What follows belongs to an exercise in optimizing a design on an open flow for small area and a short achievable clock period; a production flow would make more cautious choices.
For this run, only the layout was checked, not whether the RTL still works.
Power figures rest on the tool's default switching activity, not on a simulated workload.

`flow/design.v`:
```
module piped_wallace_mult(
    input wire clock, reset,
    input wire [15:0] x, y,
    output reg [31:0] prod
);
    reg [148:0] r1;
    reg [91:0] r2;
    reg [56:0] r3;
    reg v1, v2, v3;
    wire e1 = y[0] ^ 1'b0;
    wire e2 = (y[1] & ~y[0] & ~1'b0) | (~y[1] & y[0] & 1'b0);
    wire e3 = y[2] ^ y[1];
    wire e4 = (y[3] & ~y[2] & ~y[1]) | (~y[3] & y[2] & y[1]);
    wire e5 = y[4] ^ y[3];
    wire e6 = (y[5] & ~y[4] & ~y[3]) | (~y[5] & y[4] & y[3]);
    wire e7 = y[6] ^ y[5];
    wire e8 = (y[7] & ~y[6] & ~y[5]) | (~y[7] & y[6] & y[5]);
    wire e9 = y[8] ^ y[7];
    wire e10 = (y[9] & ~y[8] & ~y[7]) | (~y[9] & y[8] & y[7]);
    wire e11 = y[10] ^ y[9];
    wire e12 = (y[11] & ~y[10] & ~y[9]) | (~y[11] & y[10] & y[9]);
    wire e13 = y[12] ^ y[11];
    wire e14 = (y[13] & ~y[12] & ~y[11]) | (~y[13] & y[12] & y[11]);
    wire e15 = y[14] ^ y[13];
    wire e16 = (y[15] & ~y[14] & ~y[13]) | (~y[15] & y[14] & y[13]);
    wire e17 = 1'b0 ^ y[15];
    wire p18 = ((x[0] & e1)) ^ y[1];
    wire p19 = ((x[1] & e1) | (x[0] & e2)) ^ y[1];
    wire p20 = ((x[2] & e1) | (x[1] & e2)) ^ y[1];
    wire p21 = ((x[3] & e1) | (x[2] & e2)) ^ y[1];
    wire p22 = ((x[4] & e1) | (x[3] & e2)) ^ y[1];
    wire p23 = ((x[5] & e1) | (x[4] & e2)) ^ y[1];
    wire p24 = ((x[6] & e1) | (x[5] & e2)) ^ y[1];
    wire p25 = ((x[7] & e1) | (x[6] & e2)) ^ y[1];
    wire p26 = ((x[8] & e1) | (x[7] & e2)) ^ y[1];
    wire p27 = ((x[9] & e1) | (x[8] & e2)) ^ y[1];
    wire p28 = ((x[10] & e1) | (x[9] & e2)) ^ y[1];
    wire p29 = ((x[11] & e1) | (x[10] & e2)) ^ y[1];
    wire p30 = ((x[12] & e1) | (x[11] & e2)) ^ y[1];
    wire p31 = ((x[13] & e1) | (x[12] & e2)) ^ y[1];
    wire p32 = ((x[14] & e1) | (x[13] & e2)) ^ y[1];
    wire p33 = ((x[15] & e1) | (x[14] & e2)) ^ y[1];
    wire p34 = ((x[15] & e2)) ^ y[1];
    wire p35 = ~y[1];
    wire p36 = ((x[0] & e3)) ^ y[3];
    wire p37 = ((x[1] & e3) | (x[0] & e4)) ^ y[3];
    wire p38 = ((x[2] & e3) | (x[1] & e4)) ^ y[3];
    wire p39 = ((x[3] & e3) | (x[2] & e4)) ^ y[3];
    wire p40 = ((x[4] & e3) | (x[3] & e4)) ^ y[3];
    wire p41 = ((x[5] & e3) | (x[4] & e4)) ^ y[3];
    wire p42 = ((x[6] & e3) | (x[5] & e4)) ^ y[3];
    wire p43 = ((x[7] & e3) | (x[6] & e4)) ^ y[3];
    wire p44 = ((x[8] & e3) | (x[7] & e4)) ^ y[3];
    wire p45 = ((x[9] & e3) | (x[8] & e4)) ^ y[3];
    wire p46 = ((x[10] & e3) | (x[9] & e4)) ^ y[3];
    wire p47 = ((x[11] & e3) | (x[10] & e4)) ^ y[3];
    wire p48 = ((x[12] & e3) | (x[11] & e4)) ^ y[3];
    wire p49 = ((x[13] & e3) | (x[12] & e4)) ^ y[3];
    wire p50 = ((x[14] & e3) | (x[13] & e4)) ^ y[3];
    wire p51 = ((x[15] & e3) | (x[14] & e4)) ^ y[3];
    wire p52 = ((x[15] & e4)) ^ y[3];
    wire p53 = ~y[3];
    wire p54 = ((x[0] & e5)) ^ y[5];
    wire p55 = ((x[1] & e5) | (x[0] & e6)) ^ y[5];
    wire p56 = ((x[2] & e5) | (x[1] & e6)) ^ y[5];
    wire p57 = ((x[3] & e5) | (x[2] & e6)) ^ y[5];
    wire p58 = ((x[4] & e5) | (x[3] & e6)) ^ y[5];
    wire p59 = ((x[5] & e5) | (x[4] & e6)) ^ y[5];
    wire p60 = ((x[6] & e5) | (x[5] & e6)) ^ y[5];
    wire p61 = ((x[7] & e5) | (x[6] & e6)) ^ y[5];
    wire p62 = ((x[8] & e5) | (x[7] & e6)) ^ y[5];
    wire p63 = ((x[9] & e5) | (x[8] & e6)) ^ y[5];
    wire p64 = ((x[10] & e5) | (x[9] & e6)) ^ y[5];
    wire p65 = ((x[11] & e5) | (x[10] & e6)) ^ y[5];
    wire p66 = ((x[12] & e5) | (x[11] & e6)) ^ y[5];
    wire p67 = ((x[13] & e5) | (x[12] & e6)) ^ y[5];
    wire p68 = ((x[14] & e5) | (x[13] & e6)) ^ y[5];
    wire p69 = ((x[15] & e5) | (x[14] & e6)) ^ y[5];
    wire p70 = ((x[15] & e6)) ^ y[5];
    wire p71 = ~y[5];
    wire p72 = ((x[0] & e7)) ^ y[7];
    wire p73 = ((x[1] & e7) | (x[0] & e8)) ^ y[7];
    wire p74 = ((x[2] & e7) | (x[1] & e8)) ^ y[7];
    wire p75 = ((x[3] & e7) | (x[2] & e8)) ^ y[7];
    wire p76 = ((x[4] & e7) | (x[3] & e8)) ^ y[7];
    wire p77 = ((x[5] & e7) | (x[4] & e8)) ^ y[7];
    wire p78 = ((x[6] & e7) | (x[5] & e8)) ^ y[7];
    wire p79 = ((x[7] & e7) | (x[6] & e8)) ^ y[7];
    wire p80 = ((x[8] & e7) | (x[7] & e8)) ^ y[7];
    wire p81 = ((x[9] & e7) | (x[8] & e8)) ^ y[7];
    wire p82 = ((x[10] & e7) | (x[9] & e8)) ^ y[7];
    wire p83 = ((x[11] & e7) | (x[10] & e8)) ^ y[7];
    wire p84 = ((x[12] & e7) | (x[11] & e8)) ^ y[7];
    wire p85 = ((x[13] & e7) | (x[12] & e8)) ^ y[7];
    wire p86 = ((x[14] & e7) | (x[13] & e8)) ^ y[7];
    wire p87 = ((x[15] & e7) | (x[14] & e8)) ^ y[7];
    wire p88 = ((x[15] & e8)) ^ y[7];
    wire p89 = ~y[7];
    wire p90 = ((x[0] & e9)) ^ y[9];
    wire p91 = ((x[1] & e9) | (x[0] & e10)) ^ y[9];
    wire p92 = ((x[2] & e9) | (x[1] & e10)) ^ y[9];
    wire p93 = ((x[3] & e9) | (x[2] & e10)) ^ y[9];
    wire p94 = ((x[4] & e9) | (x[3] & e10)) ^ y[9];
    wire p95 = ((x[5] & e9) | (x[4] & e10)) ^ y[9];
    wire p96 = ((x[6] & e9) | (x[5] & e10)) ^ y[9];
    wire p97 = ((x[7] & e9) | (x[6] & e10)) ^ y[9];
    wire p98 = ((x[8] & e9) | (x[7] & e10)) ^ y[9];
    wire p99 = ((x[9] & e9) | (x[8] & e10)) ^ y[9];
    wire p100 = ((x[10] & e9) | (x[9] & e10)) ^ y[9];
    wire p101 = ((x[11] & e9) | (x[10] & e10)) ^ y[9];
    wire p102 = ((x[12] & e9) | (x[11] & e10)) ^ y[9];
    wire p103 = ((x[13] & e9) | (x[12] & e10)) ^ y[9];
    wire p104 = ((x[14] & e9) | (x[13] & e10)) ^ y[9];
    wire p105 = ((x[15] & e9) | (x[14] & e10)) ^ y[9];
    wire p106 = ((x[15] & e10)) ^ y[9];
    wire p107 = ~y[9];
    wire p108 = ((x[0] & e11)) ^ y[11];
    wire p109 = ((x[1] & e11) | (x[0] & e12)) ^ y[11];
    wire p110 = ((x[2] & e11) | (x[1] & e12)) ^ y[11];
    wire p111 = ((x[3] & e11) | (x[2] & e12)) ^ y[11];
    wire p112 = ((x[4] & e11) | (x[3] & e12)) ^ y[11];
    wire p113 = ((x[5] & e11) | (x[4] & e12)) ^ y[11];
    wire p114 = ((x[6] & e11) | (x[5] & e12)) ^ y[11];
    wire p115 = ((x[7] & e11) | (x[6] & e12)) ^ y[11];
    wire p116 = ((x[8] & e11) | (x[7] & e12)) ^ y[11];
    wire p117 = ((x[9] & e11) | (x[8] & e12)) ^ y[11];
    wire p118 = ((x[10] & e11) | (x[9] & e12)) ^ y[11];
    wire p119 = ((x[11] & e11) | (x[10] & e12)) ^ y[11];
    wire p120 = ((x[12] & e11) | (x[11] & e12)) ^ y[11];
    wire p121 = ((x[13] & e11) | (x[12] & e12)) ^ y[11];
    wire p122 = ((x[14] & e11) | (x[13] & e12)) ^ y[11];
    wire p123 = ((x[15] & e11) | (x[14] & e12)) ^ y[11];
    wire p124 = ((x[15] & e12)) ^ y[11];
    wire p125 = ~y[11];
    wire p126 = ((x[0] & e13)) ^ y[13];
    wire p127 = ((x[1] & e13) | (x[0] & e14)) ^ y[13];
    wire p128 = ((x[2] & e13) | (x[1] & e14)) ^ y[13];
    wire p129 = ((x[3] & e13) | (x[2] & e14)) ^ y[13];
    wire p130 = ((x[4] & e13) | (x[3] & e14)) ^ y[13];
    wire p131 = ((x[5] & e13) | (x[4] & e14)) ^ y[13];
    wire p132 = ((x[6] & e13) | (x[5] & e14)) ^ y[13];
    wire p133 = ((x[7] & e13) | (x[6] & e14)) ^ y[13];
    wire p134 = ((x[8] & e13) | (x[7] & e14)) ^ y[13];
    wire p135 = ((x[9] & e13) | (x[8] & e14)) ^ y[13];
    wire p136 = ((x[10] & e13) | (x[9] & e14)) ^ y[13];
    wire p137 = ((x[11] & e13) | (x[10] & e14)) ^ y[13];
    wire p138 = ((x[12] & e13) | (x[11] & e14)) ^ y[13];
    wire p139 = ((x[13] & e13) | (x[12] & e14)) ^ y[13];
    wire p140 = ((x[14] & e13) | (x[13] & e14)) ^ y[13];
    wire p141 = ((x[15] & e13) | (x[14] & e14)) ^ y[13];
    wire p142 = ((x[15] & e14)) ^ y[13];
    wire p143 = ~y[13];
    wire p144 = ((x[0] & e15)) ^ y[15];
    wire p145 = ((x[1] & e15) | (x[0] & e16)) ^ y[15];
    wire p146 = ((x[2] & e15) | (x[1] & e16)) ^ y[15];
    wire p147 = ((x[3] & e15) | (x[2] & e16)) ^ y[15];
    wire p148 = ((x[4] & e15) | (x[3] & e16)) ^ y[15];
    wire p149 = ((x[5] & e15) | (x[4] & e16)) ^ y[15];
    wire p150 = ((x[6] & e15) | (x[5] & e16)) ^ y[15];
    wire p151 = ((x[7] & e15) | (x[6] & e16)) ^ y[15];
    wire p152 = ((x[8] & e15) | (x[7] & e16)) ^ y[15];
    wire p153 = ((x[9] & e15) | (x[8] & e16)) ^ y[15];
    wire p154 = ((x[10] & e15) | (x[9] & e16)) ^ y[15];
    wire p155 = ((x[11] & e15) | (x[10] & e16)) ^ y[15];
    wire p156 = ((x[12] & e15) | (x[11] & e16)) ^ y[15];
    wire p157 = ((x[13] & e15) | (x[12] & e16)) ^ y[15];
    wire p158 = ((x[14] & e15) | (x[13] & e16)) ^ y[15];
    wire p159 = ((x[15] & e15) | (x[14] & e16)) ^ y[15];
    wire p160 = ((x[15] & e16)) ^ y[15];
    wire p161 = ~y[15];
    wire p162 = x[0] & e17;
    wire p163 = x[1] & e17;
    wire p164 = x[2] & e17;
    wire p165 = x[3] & e17;
    wire p166 = x[4] & e17;
    wire p167 = x[5] & e17;
    wire p168 = x[6] & e17;
    wire p169 = x[7] & e17;
    wire p170 = x[8] & e17;
    wire p171 = x[9] & e17;
    wire p172 = x[10] & e17;
    wire p173 = x[11] & e17;
    wire p174 = x[12] & e17;
    wire p175 = x[13] & e17;
    wire p176 = x[14] & e17;
    wire p177 = x[15] & e17;
    wire s178 = y[11] ^ p28;
    wire c179 = y[11] & p28;
    wire s180 = p29 ^ p45;
    wire c181 = p29 & p45;
    wire s182 = y[13] ^ p30 ^ p46;
    wire c183 = (y[13] & p30) | (y[13] & p46) | (p30 & p46);
    wire s184 = p62 ^ p78;
    wire c185 = p62 & p78;
    wire s186 = p31 ^ p47 ^ p63;
    wire c187 = (p31 & p47) | (p31 & p63) | (p47 & p63);
    wire s188 = p79 ^ p95;
    wire c189 = p79 & p95;
    wire s190 = y[15] ^ p32 ^ p48;
    wire c191 = (y[15] & p32) | (y[15] & p48) | (p32 & p48);
    wire s192 = p64 ^ p80 ^ p96;
    wire c193 = (p64 & p80) | (p64 & p96) | (p80 & p96);
    wire s194 = p112 ^ p128;
    wire c195 = p112 & p128;
    wire s196 = p33 ^ p49 ^ p65;
    wire c197 = (p33 & p49) | (p33 & p65) | (p49 & p65);
    wire s198 = p81 ^ p97 ^ p113;
    wire c199 = (p81 & p97) | (p81 & p113) | (p97 & p113);
    wire s200 = p129 ^ p145;
    wire c201 = p129 & p145;
    wire s202 = p34 ^ p50 ^ p66;
    wire c203 = (p34 & p50) | (p34 & p66) | (p50 & p66);
    wire s204 = p82 ^ p98 ^ p114;
    wire c205 = (p82 & p98) | (p82 & p114) | (p98 & p114);
    wire s206 = p130 ^ p146 ^ p162;
    wire c207 = (p130 & p146) | (p130 & p162) | (p146 & p162);
    wire s208 = y[1] ^ p51 ^ p67;
    wire c209 = (y[1] & p51) | (y[1] & p67) | (p51 & p67);
    wire s210 = p83 ^ p99 ^ p115;
    wire c211 = (p83 & p99) | (p83 & p115) | (p99 & p115);
    wire s212 = p131 ^ p147 ^ p163;
    wire c213 = (p131 & p147) | (p131 & p163) | (p147 & p163);
    wire s214 = y[1] ^ p52 ^ p68;
    wire c215 = (y[1] & p52) | (y[1] & p68) | (p52 & p68);
    wire s216 = p84 ^ p100 ^ p116;
    wire c217 = (p84 & p100) | (p84 & p116) | (p100 & p116);
    wire s218 = p132 ^ p148 ^ p164;
    wire c219 = (p132 & p148) | (p132 & p164) | (p148 & p164);
    wire s220 = p35 ^ p53 ^ p69;
    wire c221 = (p35 & p53) | (p35 & p69) | (p53 & p69);
    wire s222 = p85 ^ p101 ^ p117;
    wire c223 = (p85 & p101) | (p85 & p117) | (p101 & p117);
    wire s224 = p133 ^ p149 ^ p165;
    wire c225 = (p133 & p149) | (p133 & p165) | (p149 & p165);
    wire s226 = 1'b1 ^ p70 ^ p86;
    wire c227 = (1'b1 & p70) | (1'b1 & p86) | (p70 & p86);
    wire s228 = p102 ^ p118 ^ p134;
    wire c229 = (p102 & p118) | (p102 & p134) | (p118 & p134);
    wire s230 = p150 ^ p166;
    wire c231 = p150 & p166;
    wire s232 = p71 ^ p87 ^ p103;
    wire c233 = (p71 & p87) | (p71 & p103) | (p87 & p103);
    wire s234 = p119 ^ p135 ^ p151;
    wire c235 = (p119 & p135) | (p119 & p151) | (p135 & p151);
    wire s236 = 1'b1 ^ p88 ^ p104;
    wire c237 = (1'b1 & p88) | (1'b1 & p104) | (p88 & p104);
    wire s238 = p120 ^ p136;
    wire c239 = p120 & p136;
    wire s240 = p89 ^ p105 ^ p121;
    wire c241 = (p89 & p105) | (p89 & p121) | (p105 & p121);
    wire s242 = 1'b1 ^ p106;
    wire c243 = 1'b1 & p106;
    wire s244 = r1[15] ^ r1[16];
    wire c245 = r1[15] & r1[16];
    wire s246 = r1[20] ^ r1[21];
    wire c247 = r1[20] & r1[21];
    wire s248 = r1[24] ^ r1[25] ^ r1[26];
    wire c249 = (r1[24] & r1[25]) | (r1[24] & r1[26]) | (r1[25] & r1[26]);
    wire s250 = r1[27] ^ r1[28];
    wire c251 = r1[27] & r1[28];
    wire s252 = r1[30] ^ r1[31] ^ r1[32];
    wire c253 = (r1[30] & r1[31]) | (r1[30] & r1[32]) | (r1[31] & r1[32]);
    wire s254 = r1[33] ^ r1[34];
    wire c255 = r1[33] & r1[34];
    wire s256 = r1[35] ^ r1[36] ^ r1[37];
    wire c257 = (r1[35] & r1[36]) | (r1[35] & r1[37]) | (r1[36] & r1[37]);
    wire s258 = r1[38] ^ r1[39] ^ r1[40];
    wire c259 = (r1[38] & r1[39]) | (r1[38] & r1[40]) | (r1[39] & r1[40]);
    wire s260 = r1[41] ^ r1[42] ^ r1[43];
    wire c261 = (r1[41] & r1[42]) | (r1[41] & r1[43]) | (r1[42] & r1[43]);
    wire s262 = r1[44] ^ r1[45] ^ r1[46];
    wire c263 = (r1[44] & r1[45]) | (r1[44] & r1[46]) | (r1[45] & r1[46]);
    wire s264 = r1[47] ^ r1[48] ^ r1[49];
    wire c265 = (r1[47] & r1[48]) | (r1[47] & r1[49]) | (r1[48] & r1[49]);
    wire s266 = r1[50] ^ r1[51] ^ r1[52];
    wire c267 = (r1[50] & r1[51]) | (r1[50] & r1[52]) | (r1[51] & r1[52]);
    wire s268 = r1[53] ^ r1[54] ^ r1[55];
    wire c269 = (r1[53] & r1[54]) | (r1[53] & r1[55]) | (r1[54] & r1[55]);
    wire s270 = r1[56] ^ r1[57] ^ r1[58];
    wire c271 = (r1[56] & r1[57]) | (r1[56] & r1[58]) | (r1[57] & r1[58]);
    wire s272 = r1[59] ^ r1[60] ^ r1[61];
    wire c273 = (r1[59] & r1[60]) | (r1[59] & r1[61]) | (r1[60] & r1[61]);
    wire s274 = r1[62] ^ r1[63] ^ r1[64];
    wire c275 = (r1[62] & r1[63]) | (r1[62] & r1[64]) | (r1[63] & r1[64]);
    wire s276 = r1[65] ^ r1[66] ^ r1[67];
    wire c277 = (r1[65] & r1[66]) | (r1[65] & r1[67]) | (r1[66] & r1[67]);
    wire s278 = r1[68] ^ r1[69] ^ r1[70];
    wire c279 = (r1[68] & r1[69]) | (r1[68] & r1[70]) | (r1[69] & r1[70]);
    wire s280 = r1[71] ^ r1[72] ^ r1[73];
    wire c281 = (r1[71] & r1[72]) | (r1[71] & r1[73]) | (r1[72] & r1[73]);
    wire s282 = r1[74] ^ r1[75] ^ r1[76];
    wire c283 = (r1[74] & r1[75]) | (r1[74] & r1[76]) | (r1[75] & r1[76]);
    wire s284 = r1[77] ^ r1[78] ^ r1[79];
    wire c285 = (r1[77] & r1[78]) | (r1[77] & r1[79]) | (r1[78] & r1[79]);
    wire s286 = r1[80] ^ r1[81] ^ r1[82];
    wire c287 = (r1[80] & r1[81]) | (r1[80] & r1[82]) | (r1[81] & r1[82]);
    wire s288 = r1[83] ^ r1[84] ^ r1[85];
    wire c289 = (r1[83] & r1[84]) | (r1[83] & r1[85]) | (r1[84] & r1[85]);
    wire s290 = r1[86] ^ r1[87] ^ r1[88];
    wire c291 = (r1[86] & r1[87]) | (r1[86] & r1[88]) | (r1[87] & r1[88]);
    wire s292 = r1[89] ^ r1[90] ^ r1[91];
    wire c293 = (r1[89] & r1[90]) | (r1[89] & r1[91]) | (r1[90] & r1[91]);
    wire s294 = r1[92] ^ r1[93] ^ r1[94];
    wire c295 = (r1[92] & r1[93]) | (r1[92] & r1[94]) | (r1[93] & r1[94]);
    wire s296 = r1[95] ^ r1[96] ^ r1[97];
    wire c297 = (r1[95] & r1[96]) | (r1[95] & r1[97]) | (r1[96] & r1[97]);
    wire s298 = r1[98] ^ r1[99] ^ r1[100];
    wire c299 = (r1[98] & r1[99]) | (r1[98] & r1[100]) | (r1[99] & r1[100]);
    wire s300 = r1[101] ^ r1[102] ^ r1[103];
    wire c301 = (r1[101] & r1[102]) | (r1[101] & r1[103]) | (r1[102] & r1[103]);
    wire s302 = r1[104] ^ r1[105] ^ r1[106];
    wire c303 = (r1[104] & r1[105]) | (r1[104] & r1[106]) | (r1[105] & r1[106]);
    wire s304 = r1[107] ^ r1[108] ^ r1[109];
    wire c305 = (r1[107] & r1[108]) | (r1[107] & r1[109]) | (r1[108] & r1[109]);
    wire s306 = r1[110] ^ r1[111] ^ r1[112];
    wire c307 = (r1[110] & r1[111]) | (r1[110] & r1[112]) | (r1[111] & r1[112]);
    wire s308 = r1[113] ^ r1[114] ^ r1[115];
    wire c309 = (r1[113] & r1[114]) | (r1[113] & r1[115]) | (r1[114] & r1[115]);
    wire s310 = r1[116] ^ r1[117] ^ r1[118];
    wire c311 = (r1[116] & r1[117]) | (r1[116] & r1[118]) | (r1[117] & r1[118]);
    wire s312 = r1[119] ^ r1[120] ^ r1[121];
    wire c313 = (r1[119] & r1[120]) | (r1[119] & r1[121]) | (r1[120] & r1[121]);
    wire s314 = r1[122] ^ r1[123] ^ r1[124];
    wire c315 = (r1[122] & r1[123]) | (r1[122] & r1[124]) | (r1[123] & r1[124]);
    wire s316 = r1[125] ^ r1[126] ^ r1[127];
    wire c317 = (r1[125] & r1[126]) | (r1[125] & r1[127]) | (r1[126] & r1[127]);
    wire s318 = r1[128] ^ r1[129] ^ r1[130];
    wire c319 = (r1[128] & r1[129]) | (r1[128] & r1[130]) | (r1[129] & r1[130]);
    wire s320 = 1'b1 ^ r1[131] ^ r1[132];
    wire c321 = (1'b1 & r1[131]) | (1'b1 & r1[132]) | (r1[131] & r1[132]);
    wire s322 = r1[133] ^ r1[134];
    wire c323 = r1[133] & r1[134];
    wire s324 = r1[135] ^ r1[136] ^ r1[137];
    wire c325 = (r1[135] & r1[136]) | (r1[135] & r1[137]) | (r1[136] & r1[137]);
    wire s326 = 1'b1 ^ r1[139];
    wire c327 = 1'b1 & r1[139];
    wire s328 = r1[8] ^ r1[9];
    wire c329 = r1[8] & r1[9];
    wire s330 = r1[12] ^ r1[13];
    wire c331 = r1[12] & r1[13];
    wire s332 = r1[17] ^ r1[18] ^ r1[19];
    wire c333 = (r1[17] & r1[18]) | (r1[17] & r1[19]) | (r1[18] & r1[19]);
    wire s334 = r1[22] ^ r1[23] ^ c245;
    wire c335 = (r1[22] & r1[23]) | (r1[22] & c245) | (r1[23] & c245);
    wire s336 = r1[29] ^ c247 ^ s250;
    wire c337 = (r1[29] & c247) | (r1[29] & s250) | (c247 & s250);
    wire s338 = c251 ^ s254 ^ c249;
    wire c339 = (c251 & s254) | (c251 & c249) | (s254 & c249);
    wire s340 = c255 ^ c253 ^ s256;
    wire c341 = (c255 & c253) | (c255 & s256) | (c253 & s256);
    wire s342 = c257 ^ c259 ^ s260;
    wire c343 = (c257 & c259) | (c257 & s260) | (c259 & s260);
    wire s344 = c261 ^ c263 ^ s264;
    wire c345 = (c261 & c263) | (c261 & s264) | (c263 & s264);
    wire s346 = c265 ^ c267 ^ s268;
    wire c347 = (c265 & c267) | (c265 & s268) | (c267 & s268);
    wire s348 = c269 ^ c271 ^ s272;
    wire c349 = (c269 & c271) | (c269 & s272) | (c271 & s272);
    wire s350 = c273 ^ c275 ^ s276;
    wire c351 = (c273 & c275) | (c273 & s276) | (c275 & s276);
    wire s352 = c277 ^ c279 ^ s280;
    wire c353 = (c277 & c279) | (c277 & s280) | (c279 & s280);
    wire s354 = c281 ^ c283 ^ s284;
    wire c355 = (c281 & c283) | (c281 & s284) | (c283 & s284);
    wire s356 = c285 ^ c287 ^ s288;
    wire c357 = (c285 & c287) | (c285 & s288) | (c287 & s288);
    wire s358 = c289 ^ c291 ^ s292;
    wire c359 = (c289 & c291) | (c289 & s292) | (c291 & s292);
    wire s360 = c293 ^ c295 ^ s296;
    wire c361 = (c293 & c295) | (c293 & s296) | (c295 & s296);
    wire s362 = c297 ^ c299 ^ s300;
    wire c363 = (c297 & c299) | (c297 & s300) | (c299 & s300);
    wire s364 = c301 ^ c303 ^ s304;
    wire c365 = (c301 & c303) | (c301 & s304) | (c303 & s304);
    wire s366 = c305 ^ c307 ^ s308;
    wire c367 = (c305 & c307) | (c305 & s308) | (c307 & s308);
    wire s368 = c309 ^ c311 ^ s312;
    wire c369 = (c309 & c311) | (c309 & s312) | (c311 & s312);
    wire s370 = c313 ^ c315 ^ s316;
    wire c371 = (c313 & c315) | (c313 & s316) | (c315 & s316);
    wire s372 = s322 ^ c317 ^ c319;
    wire c373 = (s322 & c317) | (s322 & c319) | (c317 & c319);
    wire s374 = r1[138] ^ c323 ^ c321;
    wire c375 = (r1[138] & c323) | (r1[138] & c321) | (c323 & c321);
    wire s376 = r1[140] ^ r1[141] ^ s326;
    wire c377 = (r1[140] & r1[141]) | (r1[140] & s326) | (r1[141] & s326);
    wire s378 = r1[142] ^ r1[143] ^ r1[144];
    wire c379 = (r1[142] & r1[143]) | (r1[142] & r1[144]) | (r1[143] & r1[144]);
    wire s380 = 1'b1 ^ r1[145];
    wire c381 = 1'b1 & r1[145];
    wire s382 = r2[3] ^ r2[4];
    wire c383 = r2[3] & r2[4];
    wire s384 = r2[6] ^ r2[7];
    wire c385 = r2[6] & r2[7];
    wire s386 = r2[8] ^ r2[9] ^ r2[10];
    wire c387 = (r2[8] & r2[9]) | (r2[8] & r2[10]) | (r2[9] & r2[10]);
    wire s388 = r2[11] ^ r2[12] ^ r2[13];
    wire c389 = (r2[11] & r2[12]) | (r2[11] & r2[13]) | (r2[12] & r2[13]);
    wire s390 = r2[14] ^ r2[15] ^ r2[16];
    wire c391 = (r2[14] & r2[15]) | (r2[14] & r2[16]) | (r2[15] & r2[16]);
    wire s392 = r2[17] ^ r2[18] ^ r2[19];
    wire c393 = (r2[17] & r2[18]) | (r2[17] & r2[19]) | (r2[18] & r2[19]);
    wire s394 = r2[20] ^ r2[21] ^ r2[22];
    wire c395 = (r2[20] & r2[21]) | (r2[20] & r2[22]) | (r2[21] & r2[22]);
    wire s396 = r2[23] ^ r2[24] ^ r2[25];
    wire c397 = (r2[23] & r2[24]) | (r2[23] & r2[25]) | (r2[24] & r2[25]);
    wire s398 = r2[26] ^ r2[27] ^ r2[28];
    wire c399 = (r2[26] & r2[27]) | (r2[26] & r2[28]) | (r2[27] & r2[28]);
    wire s400 = r2[29] ^ r2[30] ^ r2[31];
    wire c401 = (r2[29] & r2[30]) | (r2[29] & r2[31]) | (r2[30] & r2[31]);
    wire s402 = r2[32] ^ r2[33] ^ r2[34];
    wire c403 = (r2[32] & r2[33]) | (r2[32] & r2[34]) | (r2[33] & r2[34]);
    wire s404 = r2[35] ^ r2[36] ^ r2[37];
    wire c405 = (r2[35] & r2[36]) | (r2[35] & r2[37]) | (r2[36] & r2[37]);
    wire s406 = r2[38] ^ r2[39] ^ r2[40];
    wire c407 = (r2[38] & r2[39]) | (r2[38] & r2[40]) | (r2[39] & r2[40]);
    wire s408 = r2[41] ^ r2[42] ^ r2[43];
    wire c409 = (r2[41] & r2[42]) | (r2[41] & r2[43]) | (r2[42] & r2[43]);
    wire s410 = r2[44] ^ r2[45] ^ r2[46];
    wire c411 = (r2[44] & r2[45]) | (r2[44] & r2[46]) | (r2[45] & r2[46]);
    wire s412 = r2[47] ^ r2[48] ^ r2[49];
    wire c413 = (r2[47] & r2[48]) | (r2[47] & r2[49]) | (r2[48] & r2[49]);
    wire s414 = r2[50] ^ r2[51] ^ r2[52];
    wire c415 = (r2[50] & r2[51]) | (r2[50] & r2[52]) | (r2[51] & r2[52]);
    wire s416 = r2[53] ^ r2[54] ^ r2[55];
    wire c417 = (r2[53] & r2[54]) | (r2[53] & r2[55]) | (r2[54] & r2[55]);
    wire s418 = r2[56] ^ r2[57] ^ r2[58];
    wire c419 = (r2[56] & r2[57]) | (r2[56] & r2[58]) | (r2[57] & r2[58]);
    wire s420 = r2[59] ^ r2[60] ^ r2[61];
    wire c421 = (r2[59] & r2[60]) | (r2[59] & r2[61]) | (r2[60] & r2[61]);
    wire s422 = r2[62] ^ r2[63] ^ r2[64];
    wire c423 = (r2[62] & r2[63]) | (r2[62] & r2[64]) | (r2[63] & r2[64]);
    wire s424 = r2[65] ^ r2[66] ^ r2[67];
    wire c425 = (r2[65] & r2[66]) | (r2[65] & r2[67]) | (r2[66] & r2[67]);
    wire s426 = r2[68] ^ r2[69] ^ r2[70];
    wire c427 = (r2[68] & r2[69]) | (r2[68] & r2[70]) | (r2[69] & r2[70]);
    wire s428 = r2[71] ^ r2[72] ^ r2[73];
    wire c429 = (r2[71] & r2[72]) | (r2[71] & r2[73]) | (r2[72] & r2[73]);
    wire s430 = r2[74] ^ r2[75] ^ r2[76];
    wire c431 = (r2[74] & r2[75]) | (r2[74] & r2[76]) | (r2[75] & r2[76]);
    wire s432 = r2[77] ^ r2[78] ^ r2[79];
    wire c433 = (r2[77] & r2[78]) | (r2[77] & r2[79]) | (r2[78] & r2[79]);
    wire s434 = r2[80] ^ r2[81] ^ r2[82];
    wire c435 = (r2[80] & r2[81]) | (r2[80] & r2[82]) | (r2[81] & r2[82]);
    wire s436 = r2[83] ^ r2[84] ^ r2[85];
    wire c437 = (r2[83] & r2[84]) | (r2[83] & r2[85]) | (r2[84] & r2[85]);
    wire s438 = r2[86] ^ r2[87] ^ r2[88];
    wire c439 = (r2[86] & r2[87]) | (r2[86] & r2[88]) | (r2[87] & r2[88]);
    wire s440 = r2[89] ^ r2[90] ^ r2[91];
    wire c441 = (r2[89] & r2[90]) | (r2[89] & r2[91]) | (r2[90] & r2[91]);
    wire g442 = r2[0] & r2[1];
    wire q443 = r2[0] ^ r2[1];
    wire g444 = s382 & r2[5];
    wire q445 = s382 ^ r2[5];
    wire g446 = c383 & s384;
    wire q447 = c383 ^ s384;
    wire g448 = c385 & s386;
    wire q449 = c385 ^ s386;
    wire g450 = c387 & s388;
    wire q451 = c387 ^ s388;
    wire g452 = c389 & s390;
    wire q453 = c389 ^ s390;
    wire g454 = c391 & s392;
    wire q455 = c391 ^ s392;
    wire t456 = r2[2] & g442;
    wire u457 = r2[2] & q443;
    wire t458 = g446 | (q447 & g444);
    wire u459 = q447 & q445;
    wire t460 = g450 | (q451 & g448);
    wire u461 = q451 & q449;
    wire t462 = g454 | (q455 & g452);
    wire u463 = q455 & q453;
    wire t464 = g444 | (q445 & t456);
    wire u465 = q445 & u457;
    wire t466 = t458 | (u459 & t456);
    wire u467 = u459 & u457;
    wire t468 = g452 | (q453 & t460);
    wire u469 = q453 & u461;
    wire t470 = t462 | (u463 & t460);
    wire u471 = u463 & u461;
    wire t472 = g448 | (q449 & t466);
    wire u473 = q449 & u467;
    wire t474 = t460 | (u461 & t466);
    wire u475 = u461 & u467;
    wire t476 = t468 | (u469 & t466);
    wire u477 = u469 & u467;
    wire t478 = t470 | (u471 & t466);
    wire u479 = u471 & u467;
    wire z480 = r2[2] ^ g442;
    wire z481 = q445 ^ t456;
    wire z482 = q447 ^ t464;
    wire z483 = q449 ^ t466;
    wire z484 = q451 ^ t472;
    wire z485 = q453 ^ t474;
    wire z486 = q455 ^ t476;
    wire g487 = r3[9] & r3[10];
    wire q488 = r3[9] ^ r3[10];
    wire g489 = r3[11] & r3[12];
    wire q490 = r3[11] ^ r3[12];
    wire g491 = r3[13] & r3[14];
    wire q492 = r3[13] ^ r3[14];
    wire g493 = r3[15] & r3[16];
    wire q494 = r3[15] ^ r3[16];
    wire g495 = r3[17] & r3[18];
    wire q496 = r3[17] ^ r3[18];
    wire g497 = r3[19] & r3[20];
    wire q498 = r3[19] ^ r3[20];
    wire g499 = r3[21] & r3[22];
    wire q500 = r3[21] ^ r3[22];
    wire g501 = r3[23] & r3[24];
    wire q502 = r3[23] ^ r3[24];
    wire g503 = r3[25] & r3[26];
    wire q504 = r3[25] ^ r3[26];
    wire g505 = r3[27] & r3[28];
    wire q506 = r3[27] ^ r3[28];
    wire g507 = r3[29] & r3[30];
    wire q508 = r3[29] ^ r3[30];
    wire g509 = r3[31] & r3[32];
    wire q510 = r3[31] ^ r3[32];
    wire g511 = r3[33] & r3[34];
    wire q512 = r3[33] ^ r3[34];
    wire g513 = r3[35] & r3[36];
    wire q514 = r3[35] ^ r3[36];
    wire g515 = r3[37] & r3[38];
    wire q516 = r3[37] ^ r3[38];
    wire g517 = r3[39] & r3[40];
    wire q518 = r3[39] ^ r3[40];
    wire g519 = r3[41] & r3[42];
    wire q520 = r3[41] ^ r3[42];
    wire g521 = r3[43] & r3[44];
    wire q522 = r3[43] ^ r3[44];
    wire g523 = r3[45] & r3[46];
    wire q524 = r3[45] ^ r3[46];
    wire g525 = r3[47] & r3[48];
    wire q526 = r3[47] ^ r3[48];
    wire g527 = r3[49] & r3[50];
    wire q528 = r3[49] ^ r3[50];
    wire g529 = r3[51] & r3[52];
    wire q530 = r3[51] ^ r3[52];
    wire g531 = r3[53] & r3[54];
    wire q532 = r3[53] ^ r3[54];
    wire g533 = r3[55] & r3[56];
    wire q534 = r3[55] ^ r3[56];
    wire t535 = g487 | (q488 & r3[8]);
    wire t536 = g491 | (q492 & g489);
    wire u537 = q492 & q490;
    wire t538 = g495 | (q496 & g493);
    wire u539 = q496 & q494;
    wire t540 = g499 | (q500 & g497);
    wire u541 = q500 & q498;
    wire t542 = g503 | (q504 & g501);
    wire u543 = q504 & q502;
    wire t544 = g507 | (q508 & g505);
    wire u545 = q508 & q506;
    wire t546 = g511 | (q512 & g509);
    wire u547 = q512 & q510;
    wire t548 = g515 | (q516 & g513);
    wire u549 = q516 & q514;
    wire t550 = g519 | (q520 & g517);
    wire u551 = q520 & q518;
    wire t552 = g523 | (q524 & g521);
    wire u553 = q524 & q522;
    wire t554 = g527 | (q528 & g525);
    wire u555 = q528 & q526;
    wire t556 = g531 | (q532 & g529);
    wire u557 = q532 & q530;
    wire t558 = g489 | (q490 & t535);
    wire t559 = t536 | (u537 & t535);
    wire t560 = g497 | (q498 & t538);
    wire u561 = q498 & u539;
    wire t562 = t540 | (u541 & t538);
    wire u563 = u541 & u539;
    wire t564 = g505 | (q506 & t542);
    wire u565 = q506 & u543;
    wire t566 = t544 | (u545 & t542);
    wire u567 = u545 & u543;
    wire t568 = g513 | (q514 & t546);
    wire u569 = q514 & u547;
    wire t570 = t548 | (u549 & t546);
    wire u571 = u549 & u547;
    wire t572 = g521 | (q522 & t550);
    wire u573 = q522 & u551;
    wire t574 = t552 | (u553 & t550);
    wire u575 = u553 & u551;
    wire t576 = g529 | (q530 & t554);
    wire u577 = q530 & u555;
    wire t578 = t556 | (u557 & t554);
    wire u579 = u557 & u555;
    wire t580 = g493 | (q494 & t559);
    wire t581 = t538 | (u539 & t559);
    wire t582 = t560 | (u561 & t559);
    wire t583 = t562 | (u563 & t559);
    wire t584 = g509 | (q510 & t566);
    wire u585 = q510 & u567;
    wire t586 = t546 | (u547 & t566);
    wire u587 = u547 & u567;
    wire t588 = t568 | (u569 & t566);
    wire u589 = u569 & u567;
    wire t590 = t570 | (u571 & t566);
    wire u591 = u571 & u567;
    wire t592 = g525 | (q526 & t574);
    wire u593 = q526 & u575;
    wire t594 = t554 | (u555 & t574);
    wire u595 = u555 & u575;
    wire t596 = t576 | (u577 & t574);
    wire u597 = u577 & u575;
    wire t598 = t578 | (u579 & t574);
    wire u599 = u579 & u575;
    wire t600 = g501 | (q502 & t583);
    wire t601 = t542 | (u543 & t583);
    wire t602 = t564 | (u565 & t583);
    wire t603 = t566 | (u567 & t583);
    wire t604 = t584 | (u585 & t583);
    wire t605 = t586 | (u587 & t583);
    wire t606 = t588 | (u589 & t583);
    wire t607 = t590 | (u591 & t583);
    wire t608 = g533 | (q534 & t598);
    wire u609 = q534 & u599;
    wire t610 = g517 | (q518 & t607);
    wire t611 = t550 | (u551 & t607);
    wire t612 = t572 | (u573 & t607);
    wire t613 = t574 | (u575 & t607);
    wire t614 = t592 | (u593 & t607);
    wire t615 = t594 | (u595 & t607);
    wire t616 = t596 | (u597 & t607);
    wire t617 = t598 | (u599 & t607);
    wire t618 = t608 | (u609 & t607);
    wire z619 = q488 ^ r3[8];
    wire z620 = q490 ^ t535;
    wire z621 = q492 ^ t558;
    wire z622 = q494 ^ t559;
    wire z623 = q496 ^ t580;
    wire z624 = q498 ^ t581;
    wire z625 = q500 ^ t582;
    wire z626 = q502 ^ t583;
    wire z627 = q504 ^ t600;
    wire z628 = q506 ^ t601;
    wire z629 = q508 ^ t602;
    wire z630 = q510 ^ t603;
    wire z631 = q512 ^ t604;
    wire z632 = q514 ^ t605;
    wire z633 = q516 ^ t606;
    wire z634 = q518 ^ t607;
    wire z635 = q520 ^ t610;
    wire z636 = q522 ^ t611;
    wire z637 = q524 ^ t612;
    wire z638 = q526 ^ t613;
    wire z639 = q528 ^ t614;
    wire z640 = q530 ^ t615;
    wire z641 = q532 ^ t616;
    wire z642 = q534 ^ t617;
    wire [31:0] result = {z642, z641, z640, z639, z638, z637, z636, z635, z634, z633, z632, z631, z630, z629, z628, z627, z626, z625, z624, z623, z622, z621, z620, z619, r3[7], r3[6], r3[5], r3[4], r3[3], r3[2], r3[1], r3[0]};
    always @(posedge clock) begin
        r1 <= {p177, p161, p176, p160, p175, p159, p143, p174, p158, p142, p173, p157, p141, p125, p172, p156, p140, p124, p171, p155, p139, p123, p107, c243, p170, p154, p138, p122, s242, c241, p169, p153, p137, s240, c239, c237, p168, p152, s238, s236, c235, c233, p167, s234, s232, c231, c229, c227, s230, s228, s226, c225, c223, c221, s224, s222, s220, c219, c217, c215, s218, s216, s214, c213, c211, c209, s212, s210, s208, c207, c205, c203, s206, s204, s202, c201, c199, c197, s200, s198, s196, c195, c193, c191, p144, s194, s192, s190, c189, c187, p127, p111, s188, s186, c185, c183, p126, p110, p94, s184, s182, c181, p109, p93, p77, p61, s180, c179, p108, p92, p76, p60, p44, s178, p91, p75, p59, p43, p27, p90, p74, p58, p42, p26, y[9], p73, p57, p41, p25, p72, p56, p40, p24, y[7], p55, p39, p23, p54, p38, p22, y[5], p37, p21, p36, p20, y[3], p19, p18, y[1]};
        r2 <= {r1[148], r1[147], c381, r1[146], s380, c379, c327, s378, c377, c325, s376, c375, s324, s374, c373, s320, s372, c371, s318, s370, c369, s314, s368, c367, s310, s366, c365, s306, s364, c363, s302, s362, c361, s298, s360, c359, s294, s358, c357, s290, s356, c355, s286, s354, c353, s282, s352, c351, s278, s350, c349, s274, s348, c347, s270, s346, c345, s266, s344, c343, s262, s342, c341, s258, s340, c339, s252, s338, c337, s248, s336, c335, s246, s334, c333, s244, s332, c331, r1[14], s330, c329, r1[11], r1[10], s328, r1[7], r1[6], r1[5], r1[4], r1[3], r1[2], r1[1], r1[0]};
        r3 <= {s440, c439, s438, c437, s436, c435, s434, c433, s432, c431, s430, c429, s428, c427, s426, c425, s424, c423, s422, c421, s420, c419, s418, c417, s416, c415, s414, c413, s412, c411, s410, c409, s408, c407, s406, c405, s404, c403, s402, c401, s400, c399, s398, c397, s396, c395, s394, c393, t478, z486, z485, z484, z483, z482, z481, z480, q443};
    end
    always @(posedge clock or posedge reset)
        if (reset) begin
            v1 <= 1'b0; v2 <= 1'b0; v3 <= 1'b0; prod <= 32'd0;
        end else begin
            v1 <= 1'b1; v2 <= v1; v3 <= v2;
            prod <= v3 ? result : 32'd0;
        end
endmodule
```
`flow/run.sh`:
```
#!/bin/bash
# synth_recipe.tcl (not shown) runs the flow's synth.tcl, then flattens the netlist and writes it again
# the make line also repeats each setting of config.mk as NAME=value (left out here)
make -C /OpenROAD-flow-scripts/flow DESIGN_CONFIG=/design/flow/config.mk WORK_HOME=/design/flow/orfs CLKGATE_MAP_FILE= SYNTH_SCRIPT=/design/flow/synth_recipe.tcl finish
```
`flow/config.mk`:
```
export PLATFORM = sky130hd
export DESIGN_NAME = piped_wallace_mult
export DESIGN_NICKNAME = piped_wallace_mult
export VERILOG_FILES = /design/flow/design.v
export SDC_FILE = /design/flow/constraint.sdc
export NUM_CORES = 4
export LEC_CHECK = 0
export ABC_CLOCK_PERIOD_IN_PS = 1500
export CAP_MARGIN = 20
export CORE_MARGIN = 2
export CORE_UTILIZATION = 40
export SETUP_SLACK_MARGIN = 1.2
export SLEW_MARGIN = 20
```
`flow/constraint.sdc`:
```
create_clock -name core_clock -period 2.8 [get_ports {clock}]
set_input_delay 0.5600 -clock core_clock [delete_from_list [all_inputs] [get_ports {clock}]]
set_output_delay 0.5600 -clock core_clock [all_outputs]
set_load 0.01 [all_outputs]
```
==> metrics.md <==
| Metric | Value |
|---|---|
| Register-to-register setup slack | `0.69 ns` |
| Post-DP HPWL | `32000 um` |
| Worst vdd ir | `0.419 mV` |
| Largest net degree at the start of global routing | `38` |
| Critical Path RT | `3.24 ns` |
| Max-slew violation count | `0` |
| Critical path type | `flip-flop to flip-flop` |
| Tmin final | `2.11 ns` |
| CP endpoint | `prod[23]` |
| DIE WIDTH | `205 um` |
| Clock root buffer | `clkbuf_16` |
| Remaining Overflow, GRT | `0` |
| Number of remaining DRC errors | `0` |
| Reg2reg path depth | `8` |
| Fraction of layout cells with a size suffix above 1 | `32.8%` |
| Synth-to-layout area growth | `37.3%` |
| Max Cap Viol | `0` |
| Cell chain of the critical path | `fa_2 > a211oi_4 > o211ai_4 > a2bb2oi_4 > nand2_2 > inv_2 > fa_2 > nor2_1` |
| Post-Place Cell Area | `0.0184 mm^2` |
| Post-synthesis cell area | `0.0162 mm^2` |
| Global route hottest layer | `met2` |
| Outcome | `finished clean` |
| Critical Path Max Stage Delay | `0.43 ns` |
| Hold crit path type | `primary input to flip-flop` |
| Sink Count | `333` |
| GPL Wtd Cong | `0.887` |
| I/O Pins | `66` |
| DRT iter0 DRCs | `1020` |
| CTS tree | `built` |
| XOR/XNOR Fraction of Synth Area | `2.44%` |
| Yosys synthesis warning count | `1` |
| Main synth FF type | `dfxtp_1` |
| RSZ-0062 raised after global routing | `true` |
| Bufs on Longest Clock Path | `3` |
| Simple-Gate Fraction of Synth Area | `8.53%` |
| Clock latency on the worst-skew pair | `0.54 ns` |
| Nets@finish | `2123` |
| Sequential area share after synthesis | `42.3%` |
| Reg-to-Reg End | `prod[23]` |
| M1 GR Usage | `31.3%` |
| Post-synth EDFFs | `0` |
| Synth Instances | `1705` |
| Final Hold Vio Count | `0` |
| Core ar. | `0.0398 mm^2` |
| Pwr Total | `0.0187 W` |
| P per Cell Area | `844 mW/mm^2` |
| Most common cell after layout, fill and taps aside | `dfxtp_1` |
| WL/cell | `19.3 um` |
| Worst path bufs/invs | `1` |
| Cell variety after synth | `52` |
| Final WL | `47600 um` |
| Cell mode on critical path | `fa_2` |
| Rows | `73` |
| Initial antenna violation count | `2` |
| Clk slew on worst S/H paths | `0.06 ns` |
| Die height | `205 um` |
| Syn_area_per_cell | `9.48 um^2` |
| Num CTS Buffers | `37` |
| Stages on the worst setup path | `8` |
| DIE AREA | `0.0420 mm^2` |
| Worst EP arrival | `2.55 ns` |
| Max_slew headroom | `65.4%` |
| First-pass GRT wire length | `71900 um` |
| PortBufs | `65` |
| Synth Area in Compound Gates | `17.3%` |
| Post-DRT Antenna Nets | `0` |
| Initial core utilization | `40.6%` |
| Overall Global Routing Usage | `22.4%` |
| Slew @ Worst Pin | `0.516 ns` |
| Most frequent cells in the layout | `dfxtp_1 (276), inv_1 (222), buf_4 (183)` |
| Post-CTS Hold Fix Bufs | `0` |
| Post-route setup TNS | `0 ns` |
| Leakage | `9.86 nW` |
| Final Setup Violations | `0` |
| Antenna diode count | `0` |
| Synth Register Bits | `333` |
| Crit-path leading delay family | `adder cells` |
| Setup crit end kind | `flip-flop` |
| Routing usage on met2 | `33.6%` |
| Largest family of logic cells by synthesized area | `adder cells` |
| # H-tree levels | `2` |
| Setup Skew | `0.0222 ns` |
| Cell with the largest stage delay on the worst path | `fa_2` |
| Worst Setup SP | `r3[8]` |
| Syn_nets | `1904` |
| Crit-path max FO | `2` |
| Max Clock Freq | `0.473 GHz` |
| Setup crit start kind | `flip-flop` |
| Finished Cell Area | `0.0222 mm^2` |
| Met3 GRT Util | `4.93%` |
| Initial DRT Pass Iterations | `6` |
| Via density | `5.28` |
| Adder-cell share of the synthesized area | `19.9%` |
| Ys async rst share | `10.5%` |
| Vias post-DR | `13100` |
| Reg-to-reg startpoint | `r3[8]` |
| Final period utilization | `75.4%` |
| Vias in the first global route | `12500` |
| Mux contribution to synthesized area | `0.372%` |
==> flip-flops by register name (all words and copies together) (netlist names) <==
name	cells
r3	57
r2	92
r1	149
v1	1
v3	1
prod	32
v2	1
==> logic make-up (layout without fill, tap and decap cells) <==
kind of cell,after synthesis,in the layout
mux,6,6
other cells,1,1
buf+inv,382,624
xor+xnor,45,45
flops,333,333
compound gates,418,418
simple gates,326,328
fa+ha+maj,194,194
==> layout make-up <==
| type | count | area (um^2) |
|---|---|---|
| fill | 3444 | 17600 |
| timing repair buffer | 317 | 3270 |
| sequential | 333 | 6880 |
| tap | 525 | 657 |
| multi-input combinational | 992 | 9250 |
| clock buffer | 47 | 1000 |
| clock inverter | 17 | 199 |
| inverter | 243 | 932 |
==> worst min-delay path by stage <==
| stage | startpoint | to | slack [ns] | cells past startpoint |
|---|---|---|---|---|
| 2_1_floorplan | r1[0] | r2[0] | 0.31 | 0 |
| 3_3_place_gp | r1[11] | r2[10] | 0.31 | 0 |
| 3_5_place_dp | r1[1] | r2[1] | 0.31 | 0 |
| 4_1_cts | y[3] | r1[3] | 0.22 | 1 |
| 5_1_grt | y[3] | r1[3] | 0.22 | 1 |
| 6_report | y[3] | r1[3] | 0.24 | 1 |
==> cell usage after synthesis (2+ instances only) <==
cell type / number / area, um^2
nor3_1: 8 / 40.0
a22oi_1: 10 / 75.1
maj3_1: 29 / 290
mux2i_1: 6 / 60.1
o31ai_1: 6 / 45.0
clkbuf_1: 97 / 364
dfxtp_1: 298 / 5970
and2_1: 28 / 175
a21oi_1: 133 / 666
clkinv_1: 5 / 18.8
xnor2_1: 29 / 254
o211ai_1: 2 / 15.0
a2bb2oi_1: 22 / 193
a31oi_1: 3 / 18.8
a21o_1: 11 / 82.6
buf_1: 21 / 78.8
inv_1: 238 / 893
xor2_1: 16 / 140
a21oi_2: 4 / 35.0
ha_1: 50 / 626
a21boi_0: 4 / 30.0
nor2b_1: 9 / 56.3
and2_0: 2 / 12.5
nand2_1: 89 / 334
a221oi_1: 60 / 526
a211oi_1: 48 / 360
nand2b_1: 12 / 75.1
buf_2: 21 / 105
o22ai_1: 52 / 325
fa_1: 115 / 2300
and3_1: 4 / 25.0
o21bai_1: 2 / 15.0
o21a_1: 3 / 22.5
nor2_1: 171 / 642
o21ai_0: 46 / 230
dfrtp_1: 35 / 876
==> metrics by stage <==
step | worst slack [ns] | hold slack [ns] | instances | util, %
3_3_place_gp | -0.0558 | 0.312 | 2267 | 46.3
5_1_grt | 0.591 | 0.218 | 2474 | 55.7
6_report | 0.687 | 0.236 | 2474 | 55.7
3_5_place_dp | -0.0570 | 0.312 | 2267 | 46.3
4_1_cts | 0.624 | 0.224 | 2416 | 53.0
2_1_floorplan | 0.681 | 0.310 | 1705 | -
==> timing repair <==
| item | 4_1_cts | 5_1_grt |
|---|---|---|
| endpoints found under the setup margin | 174 | 109 |
| pin swaps | 74 | 72 |
| setup buffers | 72 | 51 |
| cloned | 13 | 7 |
| resized for setup | 408 | 145 |
==> report_power, final <==
part           internal, W  leakage, nW  switching [W]
sequential         0.00617         2.96       0.000633
clock              0.00285        0.593        0.00197
combinational      0.00342         6.31        0.00369
==> metal layers <==
| layer | wire [um] | part of all wire (%) |
|---|---|---|
| met3 | 4060 | 8.5 |
| met4 | 1780 | 3.7 |
| met2 | 20700 | 43 |
| met5 | 9 | 0.019 |
| met1 | 21100 | 44 |

re-timing with driven ports:
No port has a modelled driver above. Below, the same layout with a new extraction and two added sets of constraints. Step 1: set_driving_cell puts a clkbuf_16 on clock and a buf_2 on each other input, an assumption about the parent block. Step 2 adds t to the input delays and takes it off the output delays; t is the mean of the earliest and latest rising clock arrival at the registers after step 1. Input paths then give back, and output paths get back, about the clock's delay inside the block. Slacks: ideal / step 1 / step 2; pairs: ideal / step 1.
t (ns): 0.576
slack for setup (ns): 0.687 / 0.687 / 0.484
slew at the worst register clock pin (ns): 0.07 / 0.07
worst data-port slew with drivers (ns): 0.23
cell pins on the clock port's net: 1
After both steps this run still meets setup and hold. For this run, drivers alone change the setup slack by 0.000 ns; drivers and shift together by -0.203 ns.
